Source: an optimization exercise on an open RTL-to-GDS flow (aim: a short achievable clock period and few clock cycles). Production flows keep margins and buffers that such runs may drop.
Function was checked by simulation only, so behaviour that the tests miss may differ from the original.
Power is estimated from default activity; no workload was simulated.

**design/flow/run.sh**
```bash
#!/bin/bash
# synth_recipe.tcl (not shown) runs the flow's synth.tcl, then flattens the netlist and writes it again
# the make line also repeats each setting of config.mk as NAME=value (left out here)
make -C /OpenROAD-flow-scripts/flow DESIGN_CONFIG=/design/flow/config.mk WORK_HOME=/design/flow/orfs CLKGATE_MAP_FILE= SYNTH_SCRIPT=/design/flow/synth_recipe.tcl finish
```
**design/flow/config.mk**
```make
export PLATFORM = sky130hd
export DESIGN_NAME = riscv
export DESIGN_NICKNAME = riscv
export VERILOG_FILES = /design/flow/design.v
export SDC_FILE = /design/flow/constraint.sdc
export NUM_CORES = 4
export LEC_CHECK = 0
export CAP_MARGIN = 20
export CORE_MARGIN = 2
export CORE_UTILIZATION = 40
export SLEW_MARGIN = 20
```
**design/flow/constraint.sdc**
```tcl
create_clock -name core_clock -period 8.0 [get_ports {clk}]
set_input_delay 1.6000 -clock core_clock [delete_from_list [all_inputs] [get_ports {clk}]]
set_output_delay 1.6000 -clock core_clock [all_outputs]
set_load 0.01 [all_outputs]
```
**design/flow/design.v**
```verilog
module IF (   
    input clk,
    input rst,
    input [32-1:0] inst_i,   
    input pcsrc,   
    input pcwrite,   
    input [32-1:0] pctarget,   
    output [32-1:0] pcplus4,   
    output reg [32-1:0] pc,   
    output [32-1:0] inst_addr_o,   
    output inst_ce_o,   
    output [32-1:0] instruction   
);
    assign inst_ce_o = ~rst;   
    assign instruction = inst_i;
    assign pcplus4 = pc + 4;
    always @(posedge clk or posedge rst) begin
        if (rst) begin
            pc <= 0;   
        end else if (pcwrite || pcsrc) begin   
            if (pcsrc) begin
                pc <= pctarget;
            end else begin
                pc <= pcplus4;
            end
        end else begin
            pc <= pc;
        end
    end
    assign inst_addr_o = pc;
endmodule
module IFID (
    input clk,
    input rst,
    input ifidwrite,   
    input ifflush,   
    input [32-1:0] pcplus4_if,
    input [32-1:0] pc_if,
    input [32-1:0] instruction_if,
    output reg [32-1:0] pcplus4_id,
    output reg [32-1:0] pc_id,
    output reg [32-1:0] instruction_id
);
    always @(posedge clk or posedge rst) begin
        if (rst) begin
            pcplus4_id <= 0;
            pc_id <= 0;
            instruction_id <= 0;
        end else if (ifflush) begin
            pcplus4_id <= 0;
            pc_id <= 0;
            instruction_id <= 0;
        end else if (ifidwrite) begin
            pcplus4_id <= pcplus4_if;
            pc_id <= pc_if;
            instruction_id <= instruction_if;
        end else begin
            pcplus4_id <= pcplus4_id;
            pc_id <= pc_id;
            instruction_id <= instruction_id;
        end
    end
endmodule
module Control (
    input clk,
    input rst,
    input [7-1:0] opcode,
    input clearcontrol,   
    output branch,
    output memread,
    output memtoreg,
    output [1:0] aluop,
    output memwrite,
    output alusrc,
    output regwrite,
    output reg aluinputpc,   
    output reg branchjalx,   
    output reg alu2pc   
);
    reg [7:0] ctrlcode;
    assign {alusrc, memtoreg, regwrite, memread, memwrite, branch, aluop} = ctrlcode;
    always @(*) begin
        if (clearcontrol || opcode[1:0] == 2'b00) begin
            ctrlcode = 8'b00000000;
        end else begin
        case (opcode[6:2])
            5'b01100: ctrlcode = 8'b00100010;   
            5'b11001: ctrlcode = 8'b10100001;   
            5'b00000: ctrlcode = 8'b11110000;   
            5'b00100: ctrlcode = 8'b10100011;   
            5'b01000: ctrlcode = 8'b10001000;   
            5'b11000: ctrlcode = 8'b00000101;   
            5'b01101: ctrlcode = 8'b10100000;   
            5'b00101: ctrlcode = 8'b10100000;   
            5'b11011: ctrlcode = 8'b00100100;   
            default: ctrlcode = 8'b00000000;
        endcase
        end
    end
    always @(*) begin
        if (clearcontrol) begin
            aluinputpc = 1'b0;
        end else if (opcode[6:2] == 5'b00101) begin
            aluinputpc = 1'b1;
        end else begin
            aluinputpc = 1'b0;
        end
    end
    always @(*) begin
        if (clearcontrol) begin
            branchjalx = 1'b0;
        end else if (opcode[6:2] == 5'b11011 || opcode[6:2] == 5'b11001) begin
            branchjalx = 1'b1;
        end else begin
            branchjalx = 1'b0;
        end
    end
    always @(*) begin
        if (clearcontrol) begin
            alu2pc = 1'b0;
        end else if (opcode[6:2] == 5'b11001) begin
            alu2pc = 1'b1;
        end else begin
            alu2pc = 1'b0;
        end
    end
endmodule
module HazardDetection (
    input clk,
    input rst,
    input [5-1:0] rs1_id,
    input [5-1:0] rs2_id,
    input [5-1:0] rd_ex,
    input memread_ex,
    output pcwrite,
    output ifidwrite,
    output clearcontrol   
);
    wire stall;
    assign stall = memread_ex && ((rd_ex == rs1_id) || (rd_ex == rs2_id));
    assign pcwrite = ~stall;
    assign ifidwrite = ~stall;
    assign clearcontrol = stall;
endmodule
module ImmGen (
    input clk,
    input rst,
    input [32-1:0] instruction,
    output reg [32-1:0] imm   
);
    wire [7-1:0] opcode;   
    assign opcode = instruction[6:0];
    always @(*) begin
        case (opcode[6:2])
            5'b01000:   
            imm = {
                {20{instruction[31]}},
                instruction[31:25],
                instruction[11:8],
                instruction[7]
            };
            5'b11000:   
            imm = {
                {19{instruction[31]}},
                instruction[31],
                instruction[7],
                instruction[30:25],
                instruction[11:8],
                1'b0
            };
            5'b01101, 5'b00101:
            imm = {instruction[31:12], {12{1'b0}}};   
            5'b11011:   
            imm = {
                {11{instruction[31]}},
                instruction[31],
                instruction[19:12],
                instruction[20],
                instruction[30:25],
                instruction[24:21],
                1'b0
            };
            default:   
            imm = {{20{instruction[31]}}, instruction[31:20]};
        endcase
    end
endmodule
module Registers (
    input clk,
    input rst,
    input regwrite,   
    input [5-1:0] rs1,   
    input [5-1:0] rs2,   
    input [5-1:0] rd,   
    input [32-1:0] write_data,
    output reg [32-1:0] read_data1,
    output reg [32-1:0] read_data2
);
    reg [32-1:0] registers[0:32-1];
    always @(posedge clk) begin
        if (rst) begin
            registers[0] <= 0;   
        end else if (regwrite && rd != 0) begin
            registers[rd] <= write_data;
        end else begin
            registers[0] <= 0;
        end
    end
    always @(*) begin
        if (rst) begin
            read_data1 = 0;
            read_data2 = 0;
        end else begin
            read_data1 = (regwrite && rd != 0 && rs1 == rd) ? write_data : registers[rs1];
            read_data2 = (regwrite && rd != 0 && rs2 == rd) ? write_data : registers[rs2];
        end
    end
endmodule
module ID (   
    input clk,
    input rst,
    input [32-1:0] instruction,   
    input [5-1:0] rd_wb,   
    input [32-1:0] write_data_wb,   
    input [5-1:0] rd_ex,   
    input memread_ex,   
    input regwrite_wb,   
    output inst30,   
    output [3-1:0] funct3,   
    output [5-1:0] rd,   
    output [5-1:0] rs2,   
    output [5-1:0] rs1,   
    output branch,   
    output memread,   
    output memtoreg,   
    output [1:0] aluop,   
    output memwrite,   
    output alusrc,   
    output regwrite,   
    output aluinputpc,   
    output branchjalx,   
    output alu2pc,   
    output pcwrite,   
    output ifidwrite,   
    output [32-1:0] read_data1,   
    output [32-1:0] read_data2,   
    output [32-1:0] immediate   
);
    assign inst30 = instruction[30];
    wire [7-1:0] opcode;   
    assign opcode = instruction[6:0];
    assign rs2 = instruction[24:20];
    assign rs1 = (opcode[6:2] == 5'b01101) ? 0 : instruction[19:15];   
    assign funct3 = instruction[14:12];
    assign rd = instruction[11:7];
    wire clearcontrol;   
    Control u_control (
        .clk(clk),
        .rst(rst),
        .opcode(opcode),
        .clearcontrol(clearcontrol),
        .branch(branch),
        .memread(memread),
        .memtoreg(memtoreg),
        .aluop(aluop),
        .memwrite(memwrite),
        .alusrc(alusrc),
        .regwrite(regwrite),
        .aluinputpc(aluinputpc),
        .branchjalx(branchjalx),
        .alu2pc(alu2pc)
    );
    Registers u_registers (
        .clk(clk),
        .rst(rst),
        .regwrite(regwrite_wb),
        .rs1(rs1),
        .rs2(rs2),
        .rd(rd_wb),
        .write_data(write_data_wb),
        .read_data1(read_data1),
        .read_data2(read_data2)
    );
    ImmGen u_immgen (
        .clk(clk),
        .rst(rst),
        .instruction(instruction),
        .imm(immediate)
    );
    HazardDetection u_hazard_detection (
        .clk(clk),
        .rst(rst),
        .rs1_id(rs1),
        .rs2_id(rs2),
        .rd_ex(rd_ex),
        .memread_ex(memread_ex),
        .pcwrite(pcwrite),
        .ifidwrite(ifidwrite),
        .clearcontrol(clearcontrol)
    );
endmodule
module IDEX (
    input clk,
    input rst,
    input idflush,   
    input inst30_id,
    input [3-1:0] funct3_id,
    input [5-1:0] rd_id,
    input [5-1:0] rs2_id,
    input [5-1:0] rs1_id,
    input branch_id,
    input memread_id,
    input memtoreg_id,
    input [1:0] aluop_id,
    input memwrite_id,
    input alusrc_id,
    input regwrite_id,
    input aluinputpc_id,
    input branchjalx_id,
    input alu2pc_id,
    input [32-1:0] read_data1_id,
    input [32-1:0] read_data2_id,
    input [32-1:0] immediate_id,
    input [32-1:0] pcplus4_id,
    input [32-1:0] pc_id,
    output reg inst30_ex,
    output reg [3-1:0] funct3_ex,
    output reg [5-1:0] rd_ex,
    output reg [5-1:0] rs2_ex,
    output reg [5-1:0] rs1_ex,
    output reg branch_ex,
    output reg memread_ex,
    output reg memtoreg_ex,
    output reg [1:0] aluop_ex,
    output reg memwrite_ex,
    output reg alusrc_ex,
    output reg regwrite_ex,
    output reg aluinputpc_ex,
    output reg branchjalx_ex,
    output reg alu2pc_ex,
    output reg [32-1:0] read_data1_ex,
    output reg [32-1:0] read_data2_ex,
    output reg [32-1:0] immediate_ex,
    output reg [32-1:0] pcplus4_ex,
    output reg [32-1:0] pc_ex
);
    always @(posedge clk or posedge rst) begin
        if (rst) begin
            inst30_ex <= 0;
            funct3_ex <= 0;
            rd_ex <= 0;
            rs2_ex <= 0;
            rs1_ex <= 0;
            branch_ex <= 0;
            memread_ex <= 0;
            memtoreg_ex <= 0;
            aluop_ex <= 0;
            memwrite_ex <= 0;
            alusrc_ex <= 0;
            regwrite_ex <= 0;
            aluinputpc_ex <= 0;
            branchjalx_ex <= 0;
            alu2pc_ex <= 0;
            read_data1_ex <= 0;
            read_data2_ex <= 0;
            immediate_ex <= 0;
            pcplus4_ex <= 0;
            pc_ex <= 0;
        end else if (idflush) begin
            inst30_ex <= 0;
            funct3_ex <= 0;
            rd_ex <= 0;
            rs2_ex <= 0;
            rs1_ex <= 0;
            branch_ex <= 0;
            memread_ex <= 0;
            memtoreg_ex <= 0;
            aluop_ex <= 0;
            memwrite_ex <= 0;
            alusrc_ex <= 0;
            regwrite_ex <= 0;
            aluinputpc_ex <= 0;
            branchjalx_ex <= 0;
            alu2pc_ex <= 0;
            read_data1_ex <= 0;
            read_data2_ex <= 0;
            immediate_ex <= 0;
            pcplus4_ex <= 0;
            pc_ex <= 0;
        end else begin
            inst30_ex <= inst30_id;
            funct3_ex <= funct3_id;
            rd_ex <= rd_id;
            rs2_ex <= rs2_id;
            rs1_ex <= rs1_id;
            branch_ex <= branch_id;
            memread_ex <= memread_id;
            memtoreg_ex <= memtoreg_id;
            aluop_ex <= aluop_id;
            memwrite_ex <= memwrite_id;
            alusrc_ex <= alusrc_id;
            regwrite_ex <= regwrite_id;
            aluinputpc_ex <= aluinputpc_id;
            branchjalx_ex <= branchjalx_id;
            alu2pc_ex <= alu2pc_id;
            read_data1_ex <= read_data1_id;
            read_data2_ex <= read_data2_id;
            immediate_ex <= immediate_id;
            pcplus4_ex <= pcplus4_id;
            pc_ex <= pc_id;
        end
    end
endmodule
module Add (
    input clk,
    input rst,
    input signed [32-1:0] pc,
    input signed [32-1:0] immediate,
    output signed [32-1:0] sum   
);
    assign sum = pc + immediate;
endmodule
module ALUMux (
    input clk,
    input rst,
    input [32-1:0] read_data1_ex,
    input [32-1:0] read_data2_ex,
    input [32-1:0] pc_ex,
    input [32-1:0] immediate_ex,
    input [32-1:0] wb_data_mem,   
    input [32-1:0] write_data_wb,   
    input aluinputpc_ex,
    input alusrc_ex,
    input [1:0] forwarda,
    input [1:0] forwardb,
    output reg [32-1:0] read_data2_forwarded,
    output signed [32-1:0] alu_op1,
    output signed [32-1:0] alu_op2
);
    reg [32-1:0] read_data1_forwarded;
    always @(*) begin
        case (forwarda)
            2'b00:   read_data1_forwarded = read_data1_ex;
            2'b10:   read_data1_forwarded = wb_data_mem;
            2'b01:   read_data1_forwarded = write_data_wb;
            2'b11:   read_data1_forwarded = read_data1_ex;
            default: read_data1_forwarded = 0;   
        endcase
    end
    always @(*) begin
        case (forwardb)
            2'b00:   read_data2_forwarded = read_data2_ex;
            2'b10:   read_data2_forwarded = wb_data_mem;
            2'b01:   read_data2_forwarded = write_data_wb;
            2'b11:   read_data2_forwarded = read_data2_ex;
            default: read_data2_forwarded = 0;   
        endcase
    end
    assign alu_op1 = (aluinputpc_ex) ? pc_ex : read_data1_forwarded;   
    assign alu_op2 = (alusrc_ex) ? immediate_ex : read_data2_forwarded;   
endmodule
module ALU (
    input clk,
    input rst,
    input signed [32-1:0] alu_op1,
    input signed [32-1:0] alu_op2,
    input inst30,
    input [3-1:0] funct3,
    input [1:0] aluop,   
    output reg alu_branch,   
    output reg [32-1:0] alu_result
);
    wire [32-1:0] alu_op1_unsigned, alu_op2_unsigned;
    assign alu_op1_unsigned = alu_op1;   
    assign alu_op2_unsigned = alu_op2;   
    always @(*) begin
        case (aluop)   
            2'b00: begin   
                alu_result = alu_op1 + alu_op2;
                alu_branch = 0;
            end
            2'b01: begin   
                alu_result = (alu_op1 + alu_op2) & 32'hFFFFFFFE;   
                case (funct3)
                    3'b000: begin   
                        alu_branch = (alu_op1 == alu_op2);
                    end
                    3'b001: begin   
                        alu_branch = (alu_op1 != alu_op2);
                    end
                    3'b100: begin   
                        alu_branch = (alu_op1 < alu_op2);
                    end
                    3'b101: begin   
                        alu_branch = (alu_op1 >= alu_op2);
                    end
                    3'b110: begin   
                        alu_branch = (alu_op1_unsigned < alu_op2_unsigned);
                    end
                    3'b111: begin   
                        alu_branch = (alu_op1_unsigned >= alu_op2_unsigned);
                    end
                    default: begin   
                        alu_branch = 0;
                    end
                endcase
            end
            2'b10: begin   
                alu_branch = 0;
                case (funct3)
                    3'b000: begin   
                        alu_result = inst30 ? alu_op1 - alu_op2 : alu_op1 + alu_op2;
                    end
                    3'b001: begin   
                        alu_result = alu_op1 << alu_op2[4:0];
                    end
                    3'b010: begin   
                        alu_result = (alu_op1 < alu_op2);
                    end
                    3'b011: begin   
                        alu_result = (alu_op1_unsigned < alu_op2_unsigned);
                    end
                    3'b100: begin   
                        alu_result = alu_op1 ^ alu_op2;
                    end
                    3'b101: begin   
                        alu_result = inst30 ? alu_op1 >>> alu_op2[4:0] : alu_op1 >> alu_op2[4:0];
                    end
                    3'b110: begin   
                        alu_result = alu_op1 | alu_op2;
                    end
                    3'b111: begin   
                        alu_result = alu_op1 & alu_op2;
                    end
                    default: begin   
                        alu_result = 0;
                    end
                endcase
            end
            2'b11: begin   
                alu_branch = 0;
                case (funct3)
                    3'b000: begin   
                        alu_result = alu_op1 + alu_op2;
                    end
                    3'b001: begin   
                        alu_result = alu_op1 << alu_op2[4:0];
                    end
                    3'b010: begin   
                        alu_result = (alu_op1 < alu_op2);
                    end
                    3'b011: begin   
                        alu_result = (alu_op1_unsigned < alu_op2_unsigned);
                    end
                    3'b100: begin   
                        alu_result = alu_op1 ^ alu_op2;
                    end
                    3'b101: begin   
                        alu_result = inst30 ? alu_op1 >>> alu_op2[4:0] : alu_op1 >> alu_op2[4:0];
                    end
                    3'b110: begin   
                        alu_result = alu_op1 | alu_op2;
                    end
                    3'b111: begin   
                        alu_result = alu_op1 & alu_op2;
                    end
                    default: begin   
                        alu_result = 0;
                    end
                endcase
            end
            default: begin   
                alu_result = 0;
                alu_branch = 0;
            end
        endcase
    end
endmodule
module Forwarding (
    input clk,
    input rst,
    input [5-1:0] rs1_ex,
    input [5-1:0] rs2_ex,
    input [5-1:0] rd_mem,
    input [5-1:0] rd_wb,
    input regwrite_mem,
    input regwrite_wb,
    output reg [1:0] forwarda,
    output reg [1:0] forwardb
);
    always @(*) begin
        if (regwrite_mem && rd_mem != 0 && rd_mem == rs1_ex) begin
            forwarda = 2'b10;
        end else if (regwrite_wb && rd_wb != 0 && rd_wb == rs1_ex) begin
            forwarda = 2'b01;
        end else begin
            forwarda = 2'b00;
        end
    end
    always @(*) begin
        if (regwrite_mem && rd_mem != 0 && rd_mem == rs2_ex) begin
            forwardb = 2'b10;
        end else if (regwrite_wb && rd_wb != 0 && rd_wb == rs2_ex) begin
            forwardb = 2'b01;
        end else begin
            forwardb = 2'b00;
        end
    end
endmodule
module EX (   
    input clk,
    input rst,
    input [5-1:0] rs1,
    input [5-1:0] rs2,
    input [32-1:0] pc,   
    input [32-1:0] read_data1,   
    input [32-1:0] read_data2,   
    input [32-1:0] immediate,   
    input [32-1:0] wb_data_mem,   
    input [32-1:0] write_data_wb,   
    input aluinputpc,   
    input alusrc,   
    input inst30,   
    input [3-1:0] funct3,   
    input [1:0] aluop,   
    input [5-1:0] rd_mem,   
    input [5-1:0] rd_wb,   
    input regwrite_mem,   
    input regwrite_wb,   
    output [32-1:0] read_data2_forwarded,   
    output [32-1:0] sum,   
    output alu_branch,   
    output [32-1:0] alu_result   
);
    Add u_add (
        .clk(clk),
        .rst(rst),
        .pc(pc),
        .immediate(immediate),
        .sum(sum)
    );
    wire [32-1:0] alu_op1;
    wire [32-1:0] alu_op2;
    wire [1:0] forwarda;   
    wire [1:0] forwardb;   
    ALUMux u_alumux (
        .clk(clk),
        .rst(rst),
        .read_data1_ex(read_data1),
        .read_data2_ex(read_data2),
        .pc_ex(pc),
        .immediate_ex(immediate),
        .wb_data_mem(wb_data_mem),
        .write_data_wb(write_data_wb),
        .aluinputpc_ex(aluinputpc),
        .alusrc_ex(alusrc),
        .forwarda(forwarda),
        .forwardb(forwardb),
        .read_data2_forwarded(read_data2_forwarded),
        .alu_op1(alu_op1),
        .alu_op2(alu_op2)
    );
    ALU u_alu (
        .clk(clk),
        .rst(rst),
        .alu_op1(alu_op1),
        .alu_op2(alu_op2),
        .inst30(inst30),
        .funct3(funct3),
        .aluop(aluop),
        .alu_branch(alu_branch),
        .alu_result(alu_result)
    );
    Forwarding u_forwarding (
        .clk(clk),
        .rst(rst),
        .rs1_ex(rs1),
        .rs2_ex(rs2),
        .rd_mem(rd_mem),
        .rd_wb(rd_wb),
        .regwrite_mem(regwrite_mem),
        .regwrite_wb(regwrite_wb),
        .forwarda(forwarda),
        .forwardb(forwardb)
    );
endmodule
module EXMEM (
    input clk,
    input rst,
    input exflush,   
    input [32-1:0] read_data2_forwarded_ex,
    input [32-1:0] sum_ex,
    input alu_branch_ex,
    input [32-1:0] alu_result_ex,
    input [5-1:0] rd_ex,
    input branch_ex,
    input memread_ex,
    input memtoreg_ex,
    input memwrite_ex,
    input regwrite_ex,
    input aluinputpc_ex,
    input branchjalx_ex,
    input alu2pc_ex,
    input [32-1:0] pcplus4_ex,
    output reg [32-1:0] read_data2_forwarded_mem,
    output reg [32-1:0] sum_mem,
    output reg alu_branch_mem,
    output reg [32-1:0] alu_result_mem,
    output reg [5-1:0] rd_mem,
    output reg branch_mem,
    output reg memread_mem,
    output reg memtoreg_mem,
    output reg memwrite_mem,
    output reg regwrite_mem,
    output reg aluinputpc_mem,
    output reg branchjalx_mem,
    output reg alu2pc_mem,
    output reg [32-1:0] pcplus4_mem
);
    always @(posedge clk or posedge rst) begin
        if (rst) begin
            read_data2_forwarded_mem <= 0;
            sum_mem <= 0;
            alu_branch_mem <= 0;
            alu_result_mem <= 0;
            rd_mem <= 0;
            branch_mem <= 0;
            memread_mem <= 0;
            memtoreg_mem <= 0;
            memwrite_mem <= 0;
            regwrite_mem <= 0;
            aluinputpc_mem <= 0;
            branchjalx_mem <= 0;
            alu2pc_mem <= 0;
            pcplus4_mem <= 0;
        end else if (exflush) begin
            read_data2_forwarded_mem <= 0;
            sum_mem <= 0;
            alu_branch_mem <= 0;
            alu_result_mem <= 0;
            rd_mem <= 0;
            branch_mem <= 0;
            memread_mem <= 0;
            memtoreg_mem <= 0;
            memwrite_mem <= 0;
            regwrite_mem <= 0;
            aluinputpc_mem <= 0;
            branchjalx_mem <= 0;
            alu2pc_mem <= 0;
            pcplus4_mem <= 0;
        end else begin
            read_data2_forwarded_mem <= read_data2_forwarded_ex;
            sum_mem <= sum_ex;
            alu_branch_mem <= alu_branch_ex;
            alu_result_mem <= alu_result_ex;
            rd_mem <= rd_ex;
            branch_mem <= branch_ex;
            memread_mem <= memread_ex;
            memtoreg_mem <= memtoreg_ex;
            memwrite_mem <= memwrite_ex;
            regwrite_mem <= regwrite_ex;
            aluinputpc_mem <= aluinputpc_ex;
            branchjalx_mem <= branchjalx_ex;
            alu2pc_mem <= alu2pc_ex;
            pcplus4_mem <= pcplus4_ex;
        end
    end
endmodule
module Branch (
    input  clk,
    input  rst,
    input  branch,
    input  alu_branch,
    input  branchjalx,
    output pcsrc,
    output ifflush,
    output idflush,
    output exflush
);
    assign pcsrc = branchjalx || (branch & alu_branch);
    wire flush;
    assign flush = branchjalx || (branch & alu_branch);
    assign ifflush = flush;
    assign idflush = flush;
    assign exflush = flush;
endmodule
module MEM (   
    input clk,
    input rst,
    input memread,   
    input memwrite,   
    input [32-1:0] alu_result,   
    input [32-1:0] read_data2_forwarded,   
    input [32-1:0] pcplus4,   
    input branchjalx,   
    input branch,   
    input alu_branch,   
    input [32-1:0] sum,   
    input alu2pc,   
    output data_we_o,   
    output data_ce_o,   
    output pcsrc,   
    output ifflush,   
    output idflush,   
    output exflush,   
    output [32-1:0] data_addr_o,   
    output [32-1:0] data_o,   
    output [32-1:0] wb_data,   
    output [32-1:0] pctarget   
);
    assign data_ce_o = memread || memwrite;
    assign data_we_o = memwrite;
    assign data_addr_o = alu_result;
    assign data_o = read_data2_forwarded;
    assign wb_data = branchjalx? pcplus4 : alu_result;   
    assign pctarget = alu2pc? alu_result : sum;   
    Branch u_branch (
        .clk(clk),
        .rst(rst),
        .branch(branch),
        .alu_branch(alu_branch),
        .branchjalx(branchjalx),
        .pcsrc(pcsrc),
        .ifflush(ifflush),
        .idflush(idflush),
        .exflush(exflush)
    );
endmodule
module MEMWB (
    input clk,
    input rst,
    input [32-1:0] data_i_mem,
    input [32-1:0] wb_data_mem,
    input [5-1:0] rd_mem,
    input memtoreg_mem,
    input regwrite_mem,
    output reg [32-1:0] data_i_wb,
    output reg [32-1:0] wb_data_wb,
    output reg [5-1:0] rd_wb,
    output reg memtoreg_wb,
    output reg regwrite_wb
);
    always @(posedge clk or posedge rst) begin
        if (rst) begin
            data_i_wb <= 0;
            wb_data_wb <= 0;
            rd_wb <= 0;
            memtoreg_wb <= 0;
            regwrite_wb <= 0;
        end else begin
            data_i_wb <= data_i_mem;
            wb_data_wb <= wb_data_mem;
            rd_wb <= rd_mem;
            memtoreg_wb <= memtoreg_mem;
            regwrite_wb <= regwrite_mem;
        end
    end
endmodule
module WB (
    input clk,
    input rst,
    input [32-1:0] data_i,   
    input [32-1:0] wb_data,   
    input memtoreg,   
    output [32-1:0] write_data   
);
    assign write_data = (memtoreg) ? data_i : wb_data;
endmodule
module riscv (
    input wire clk,
    input wire rst,   
    input  wire [31:0] inst_i,        
    output wire [31:0] inst_addr_o,   
    output wire        inst_ce_o,     
    input wire [31:0] data_i,   
    output wire data_we_o,   
    output wire data_ce_o,   
    output wire [31:0] data_addr_o,   
    output wire [31:0] data_o   
);
    wire pcsrc;
    wire pcwrite;
    wire [32-1:0] pctarget;
    wire [32-1:0] pcplus4_if;
    wire [32-1:0] pc_if;
    wire [32-1:0] instruction_if;
    IF u_IF (
        .clk(clk),
        .rst(rst),
        .inst_i(inst_i),
        .pcsrc(pcsrc),
        .pcwrite(pcwrite),
        .pctarget(pctarget),
        .pcplus4(pcplus4_if),
        .pc(pc_if),
        .inst_addr_o(inst_addr_o),
        .inst_ce_o(inst_ce_o),
        .instruction(instruction_if)
    );
    wire ifidwrite;
    wire ifflush;
    wire [32-1:0] pcplus4_id;
    wire [32-1:0] pc_id;
    wire [32-1:0] instruction_id;
    IFID u_IFID (
        .clk(clk),
        .rst(rst),
        .ifidwrite(ifidwrite),
        .ifflush(ifflush),
        .pcplus4_if(pcplus4_if),
        .pc_if(pc_if),
        .instruction_if(instruction_if),
        .pcplus4_id(pcplus4_id),
        .pc_id(pc_id),
        .instruction_id(instruction_id)
    );
    wire [5-1:0] rd_wb;
    wire [32-1:0] write_data_wb;
    wire [5-1:0] rd_ex;
    wire memread_ex;
    wire regwrite_wb;
    wire inst30_id;
    wire [3-1:0] funct3_id;
    wire [5-1:0] rd_id;
    wire [5-1:0] rs2_id;
    wire [5-1:0] rs1_id;
    wire branch_id;
    wire memread_id;
    wire memtoreg_id;
    wire [1:0] aluop_id;
    wire memwrite_id;
    wire alusrc_id;
    wire regwrite_id;
    wire aluinputpc_id;
    wire branchjalx_id;
    wire alu2pc_id;
    wire [32-1:0] read_data1_id;
    wire [32-1:0] read_data2_id;
    wire [32-1:0] immediate_id;
    ID u_ID (
        .clk(clk),
        .rst(rst),
        .instruction(instruction_id),
        .rd_wb(rd_wb),
        .write_data_wb(write_data_wb),
        .rd_ex(rd_ex),
        .memread_ex(memread_ex),
        .regwrite_wb(regwrite_wb),
        .inst30(inst30_id),
        .funct3(funct3_id),
        .rd(rd_id),
        .rs2(rs2_id),
        .rs1(rs1_id),
        .branch(branch_id),
        .memread(memread_id),
        .memtoreg(memtoreg_id),
        .aluop(aluop_id),
        .memwrite(memwrite_id),
        .alusrc(alusrc_id),
        .regwrite(regwrite_id),
        .aluinputpc(aluinputpc_id),
        .branchjalx(branchjalx_id),
        .alu2pc(alu2pc_id),
        .pcwrite(pcwrite),
        .ifidwrite(ifidwrite),
        .read_data1(read_data1_id),
        .read_data2(read_data2_id),
        .immediate(immediate_id)
    );
    wire idflush;
    wire inst30_ex;
    wire [3-1:0] funct3_ex;
    wire [5-1:0] rs2_ex;
    wire [5-1:0] rs1_ex;
    wire branch_ex;
    wire memtoreg_ex;
    wire [1:0] aluop_ex;
    wire memwrite_ex;
    wire alusrc_ex;
    wire regwrite_ex;
    wire aluinputpc_ex;
    wire branchjalx_ex;
    wire alu2pc_ex;
    wire [32-1:0] read_data1_ex;
    wire [32-1:0] read_data2_ex;
    wire [32-1:0] immediate_ex;
    wire [32-1:0] pcplus4_ex;
    wire [32-1:0] pc_ex;
    IDEX u_IDEX (
        .clk(clk),
        .rst(rst),
        .idflush(idflush),
        .inst30_id(inst30_id),
        .funct3_id(funct3_id),
        .rd_id(rd_id),
        .rs2_id(rs2_id),
        .rs1_id(rs1_id),
        .branch_id(branch_id),
        .memread_id(memread_id),
        .memtoreg_id(memtoreg_id),
        .aluop_id(aluop_id),
        .memwrite_id(memwrite_id),
        .alusrc_id(alusrc_id),
        .regwrite_id(regwrite_id),
        .aluinputpc_id(aluinputpc_id),
        .branchjalx_id(branchjalx_id),
        .alu2pc_id(alu2pc_id),
        .read_data1_id(read_data1_id),
        .read_data2_id(read_data2_id),
        .immediate_id(immediate_id),
        .pcplus4_id(pcplus4_id),
        .pc_id(pc_id),
        .inst30_ex(inst30_ex),
        .funct3_ex(funct3_ex),
        .rd_ex(rd_ex),
        .rs2_ex(rs2_ex),
        .rs1_ex(rs1_ex),
        .branch_ex(branch_ex),
        .memread_ex(memread_ex),
        .memtoreg_ex(memtoreg_ex),
        .aluop_ex(aluop_ex),
        .memwrite_ex(memwrite_ex),
        .alusrc_ex(alusrc_ex),
        .regwrite_ex(regwrite_ex),
        .aluinputpc_ex(aluinputpc_ex),
        .branchjalx_ex(branchjalx_ex),
        .alu2pc_ex(alu2pc_ex),
        .read_data1_ex(read_data1_ex),
        .read_data2_ex(read_data2_ex),
        .immediate_ex(immediate_ex),
        .pcplus4_ex(pcplus4_ex),
        .pc_ex(pc_ex)
    );
    wire [32-1:0] wb_data_mem;
    wire [5-1:0] rd_mem;
    wire regwrite_mem;
    wire [32-1:0] read_data2_forwarded_ex;
    wire [32-1:0] sum_ex;
    wire alu_branch_ex;
    wire [32-1:0] alu_result_ex;
    EX u_EX (
        .clk(clk),
        .rst(rst),
        .rs1(rs1_ex),
        .rs2(rs2_ex),
        .pc(pc_ex),
        .read_data1(read_data1_ex),
        .read_data2(read_data2_ex),
        .immediate(immediate_ex),
        .wb_data_mem(wb_data_mem),
        .write_data_wb(write_data_wb),
        .aluinputpc(aluinputpc_ex),
        .alusrc(alusrc_ex),
        .inst30(inst30_ex),
        .funct3(funct3_ex),
        .aluop(aluop_ex),
        .rd_mem(rd_mem),
        .rd_wb(rd_wb),
        .regwrite_mem(regwrite_mem),
        .regwrite_wb(regwrite_wb),
        .read_data2_forwarded(read_data2_forwarded_ex),
        .sum(sum_ex),
        .alu_branch(alu_branch_ex),
        .alu_result(alu_result_ex)
    );
    wire exflush;
    wire [32-1:0] read_data2_forwarded_mem;
    wire [32-1:0] sum_mem;
    wire alu_branch_mem;
    wire [32-1:0] alu_result_mem;
    wire branch_mem;
    wire memread_mem;
    wire memtoreg_mem;
    wire memwrite_mem;
    wire aluinputpc_mem;
    wire branchjalx_mem;
    wire alu2pc_mem;
    wire [32-1:0] pcplus4_mem;
    EXMEM u_EXMEM (
        .clk(clk),
        .rst(rst),
        .exflush(exflush),
        .read_data2_forwarded_ex(read_data2_forwarded_ex),
        .sum_ex(sum_ex),
        .alu_branch_ex(alu_branch_ex),
        .alu_result_ex(alu_result_ex),
        .rd_ex(rd_ex),
        .branch_ex(branch_ex),
        .memread_ex(memread_ex),
        .memtoreg_ex(memtoreg_ex),
        .memwrite_ex(memwrite_ex),
        .regwrite_ex(regwrite_ex),
        .aluinputpc_ex(aluinputpc_ex),
        .branchjalx_ex(branchjalx_ex),
        .alu2pc_ex(alu2pc_ex),
        .pcplus4_ex(pcplus4_ex),
        .read_data2_forwarded_mem(read_data2_forwarded_mem),
        .sum_mem(sum_mem),
        .alu_branch_mem(alu_branch_mem),
        .alu_result_mem(alu_result_mem),
        .rd_mem(rd_mem),
        .branch_mem(branch_mem),
        .memread_mem(memread_mem),
        .memtoreg_mem(memtoreg_mem),
        .memwrite_mem(memwrite_mem),
        .regwrite_mem(regwrite_mem),
        .aluinputpc_mem(aluinputpc_mem),
        .branchjalx_mem(branchjalx_mem),
        .alu2pc_mem(alu2pc_mem),
        .pcplus4_mem(pcplus4_mem)
    );
    MEM u_MEM (
        .clk(clk),
        .rst(rst),
        .memread(memread_mem),
        .memwrite(memwrite_mem),
        .alu_result(alu_result_mem),
        .read_data2_forwarded(read_data2_forwarded_mem),
        .pcplus4(pcplus4_mem),
        .branchjalx(branchjalx_mem),
        .branch(branch_mem),
        .alu_branch(alu_branch_mem),
        .sum(sum_mem),
        .alu2pc(alu2pc_mem),
        .data_we_o(data_we_o),
        .data_ce_o(data_ce_o),
        .pcsrc(pcsrc),
        .ifflush(ifflush),
        .idflush(idflush),
        .exflush(exflush),
        .data_addr_o(data_addr_o),
        .data_o(data_o),
        .wb_data(wb_data_mem),
        .pctarget(pctarget)
    );
    wire [32-1:0] wb_data_wb;
    wire memtoreg_wb;
    wire [32-1:0] data_i_wb;
    MEMWB u_MEMWB (
        .clk(clk),
        .rst(rst),
        .data_i_mem(data_i),
        .wb_data_mem(wb_data_mem),
        .rd_mem(rd_mem),
        .memtoreg_mem(memtoreg_mem),
        .regwrite_mem(regwrite_mem),
        .data_i_wb(data_i_wb),
        .wb_data_wb(wb_data_wb),
        .rd_wb(rd_wb),
        .memtoreg_wb(memtoreg_wb),
        .regwrite_wb(regwrite_wb)
    );
    WB u_WB (
        .clk(clk),
        .rst(rst),
        .data_i(data_i_wb),
        .wb_data(wb_data_wb),
        .memtoreg(memtoreg_wb),
        .write_data(write_data_wb)
    );
endmodule
```
==> run summary <==
- Via count: roughly 60,000
- Slew HR: 0.1834
- Outcome: no timing/DRC/antenna violations
- Synth Flop Type: edfxtp_1
- R2R cell count: 19
- Hold_ws: approximately 0.44 ns
- CTS Hold Bufs: 0
- Synth area leaders: edfxtp_1 (38%), dfrtp_1 (16%), mux4_2 (9.0%)
- RSZ-0062 raised after global routing: no
- Critical path's slowest cell: o311ai_1
- Min-delay src: u_EXMEM.regwrite_mem
- Post-Synth Adder-Cell Area: 0.02132
- Share of cells above drive strength 1: 0.1385
- DP Cell Count: just over 9,000
- Clk slew on worst S/H paths: ~0.060 ns
- Final period util: 0.9019
- Post-Route WL: roughly 300 mm
- Largest family of logic cells by synthesized area: multiplexers
- GPL Wtd Cong: 1.022
- Grt ovf: 0
- Most frequent cells after synthesis: edfxtp_1 (1,024), nand2_1 (922), dfrtp_1 (524)
- VDD IR-drop max: roughly 170 uV
- CTS tree: done
- Num ports: approximately 170
- Worst R2R End: u_EXMEM.alu_result_mem[31]
- Final Hold Fails: 0
- Vias in the first global route: 58,660
- DPL Wire Length: around 200 mm
- Hold EP: u_MEMWB.regwrite_wb
- Register bit total from synthesis: ~1,500
- 1st-pass router iterations: 6
- Yosys warns: 11
- Synth area leader: edfxtp_1
- CTS Buffer Depth: 3
- Synthesized area per cell: about 12 sq um
- CTS buffer count: ~170
- Asr flop ratio synth: 0.3385
- Min-Delay Path Depth: 0
- Critical Path RT: between 8 and 9 ns
- Die height: between 400 and 500 microns
- Final setup vio count: 0
- Number of flops mapped to enable cells by yosys: between 1,000 and 1,500
- Mapped Area: roughly 80,000 sq um
- Die Wd: roughly 450 microns
- CP peak stage delay: just over 0.8 ns
- Largest net degree at the start of global routing: 159
- Post-Synth XOR/XNOR Area: 0.01647
- Global Route Usage Sum: 0.2932
- WS Path Type: flop to flop
- P&R area growth vs syn: 13.33%
- Antenna viol nets, final: 0
- Synth Area in Simple Gates: 0.1132
- Fillers: 17,870
- Type of the most critical hold path: flop to flop
- Mapped Cells: 6,683
- Complex-gate fraction of the synthesized area: 0.1153
- Library cells used by synthesis: 97
- TritonCTS Sinks: 1,548
- Port Buffers: between 150 and 200
- PD cells: about 260 nW/um^2
- Post-CTS sizing: 0
- Postcts setup bufs: 0
- Die area: 204,300 sq um
- Initial antenna violation count: 14
- Max Fclk: roughly 140 MHz
- Htree depth: 4
- Area share of the largest cell type after synthesis: 0.3830
- Seq/Total Area, Yosys: 0.5464
- DRC: 0
- Clock Latency Late Sink: around 0.85 ns
- Startpoint Class: flop
- Core Box Area: 199,700 sq um
- Worst-path fanout max: 19
- DR iter-0 viols: 7,600
- First-pass GRT wire length: about 430 mm
- Worst-path cell chain: or3_4, o31ai_4, nor4_4, buf_4, nor3_1, o41ai_2, ha_1, inv_1, a221o_1, a221oi_2, nor3_1, o311ai_1, o211a_1, nor4b_1, a221o_1, o41a_1, a311o_1, a221o_1, a22oi_1
- Setup TNS Final: 0 ns
- Multiplexer share of the synthesized area: 0.1550
- Fin cells: between 9,000 and 10,000
- Crit. Startpoint: u_MEMWB.rd_wb[4]
- Clk root buf: clkbuf_16
- Mean routed wirelength per cell: between 30 and 40 microns
- Slew of the pin with the lowest slew margin: 1.194 ns
- Cell mode on critical path: a221o_1
- Mapped Nets: between 6,000 and 7,000
- Nets: approximately 6,900
- Clock skew: ~0.058 ns
- Pins Over Slew Limit: 0
- Flop2flop setup slack: roughly 0.79 ns
- Leakage: approximately 0.034 uW
- Most frequently used cell type in the post-synthesis netlist: edfxtp_1
- Reg-to-reg startpoint: u_MEMWB.rd_wb[4]
- Row Count: 164
- WP data arrival: around 8 ns
- Crit. End Element: flop
- Initial core utilization: 0.4021
- Crit path time final: about 7 ns
- Via density: 6.338
- Max-Cap Viols: 0
layer usage:
metal | up-vias | wire length (microns) | GRT usage
met1 | 30620 | 119400 | 0.3816
met2 | 3460 | 142100 | 0.4682
li1 | 25300 | - | -
met5 | - | 0 | 0
met4 | 0 | 17730 | 0.1529
met3 | 718 | 26140 | 0.05302
stage by stage:
| step | cell area, sq um | worst slack, ns | total power (uW) | utilization |
|---|---|---|---|---|
| floorplan | 80280 | -3.230 | 13570 | - |
| global placement | 85320 | 1.108 | 16140 | 0.4273 |
| detailed placement | 85340 | 0.9444 | 16170 | 0.4274 |
| CTS | 90900 | 0.9064 | 24100 | 0.4553 |
| global route | 90980 | 0.5514 | 24960 | 0.4557 |
| finish | 90980 | 0.7850 | 24110 | 0.4557 |
sequential cells by signal (all words and copies together) (netlist names), 5 cells and up:
signal and cells:
u_IDEX.rs2_ex 5, u_IDEX.pc_ex 32, u_EXMEM.sum_mem 32, u_ID.u_registers.registers 1024, u_IDEX.rd_ex 5, u_IDEX.read_data2_ex 32
u_IDEX.rs1_ex 5, u_MEMWB.wb_data_wb 32, u_IFID.instruction_id 32, u_MEMWB.rd_wb 5, u_EXMEM.read_data2_forwarded_mem 32, u_EXMEM.pcplus4_mem 32
u_IDEX.pcplus4_ex 30, u_IF.pc 32, u_IDEX.read_data1_ex 32, u_IDEX.immediate_ex 32, u_EXMEM.alu_result_mem 32, u_IFID.pc_id 30
u_IFID.pcplus4_id 32, u_MEMWB.data_i_wb 32, u_EXMEM.rd_mem 5
cell families after synthesis:
| group | Yosys count |
|---|---|
| buffers and inverters | 660 |
| multiplexers | 834 |
| adder cells (fa/ha/maj) | 135 |
| XOR/XNOR | 151 |
| flip-flops | 1548 |
| AND/OR/NAND/NOR | 2033 |
| AO/OA/AOI/OAI | 1322 |
worst max path at each step:
stage | to | slack [ns] | depth (start not counted)
5_1_grt | u_EXMEM.alu_result_mem[31] | 0.55 | 19
3_3_place_gp | u_EXMEM.alu_result_mem[31] | 1.11 | 19
3_5_place_dp | u_EXMEM.alu_result_mem[31] | 0.94 | 19
4_1_cts | u_EXMEM.alu_result_mem[31] | 0.91 | 19
2_1_floorplan | u_IDEX.read_data2_ex[0] | -3.23 | 4
6_report | u_EXMEM.alu_result_mem[31] | 0.79 | 19
report_power, final:
group          switching [uW]  internal [uW]
Sequential                900           9350
Combinational            3670           2260
Clock                    3310           4620
worst max-delay path, delay by kind of cell (launching register included):
family / cells / cell delay, ns
AOI/OAI and AO/OA: 11 / 4.33
adders and majority gates: 1 / 0.41
buffers and inverters: 2 / 0.48
DFF: 1 / 0.63
and+or+nand+nor: 5 / 1.27
cell type report:
cell class / instances / area [sq um] / area share
repair buffers: 365 / 3521 / 0.03870
flip-flops and latches: 1548 / 43890 / 0.4824
multi-input cells: 4475 / 34200 / 0.3758
well taps: 2656 / 3323 / 0.03653
clock inverters: 88 / 1071 / 0.01177
diodes: 15 / 37.54 / 0.0004126
clock buffers: 216 / 4486 / 0.04930
inverters: 119 / 457.9 / 0.005033
cells in the final DEF (no fill, tap or decap), drive strengths merged, types with 201 or more instances in the layout:
| master | n |
|---|---|
| nor2 | 364 |
| buf | 201 |
| dfrtp | 524 |
| nand2 | 922 |
| nand3 | 311 |
| a21oi | 321 |
| mux4 | 322 |
| edfxtp | 1024 |
| a211oi | 213 |
| o21ai | 203 |
| clkbuf | 216 |
| mux2i | 461 |
Testbench counts, summed over its fixed seeds: cycles 60,270.

-- afterwards: timing with drivers on the ports --
The results above use ideal ports. As a check the final layout listed here was re-extracted and re-timed, cells and wires unchanged.
Step 1, drivers: a clkbuf_16 drives clk and a buf_2 each remaining input, both assumed.
Step 2, shift: input delay + t, output delay - t, t = (earliest + latest rising clock arrival at the registers) / 2. This alone moves slack from input paths to output paths.
a / b / c = ideal / step 1 / step 2; a / b = the first two.
t (ns): 0.917
setup WS [ns]: 0.785 / 0.785 / 0.785
worst setup path after step 2: register to register
latest minus earliest clock arrival (ns): 0.060 / 0.060
cell pins on the clock port's net: 1
After both steps setup and hold are still met in this run. The setup slack of this run moves by 0.000 ns with the drivers and by 0.000 ns with both steps.
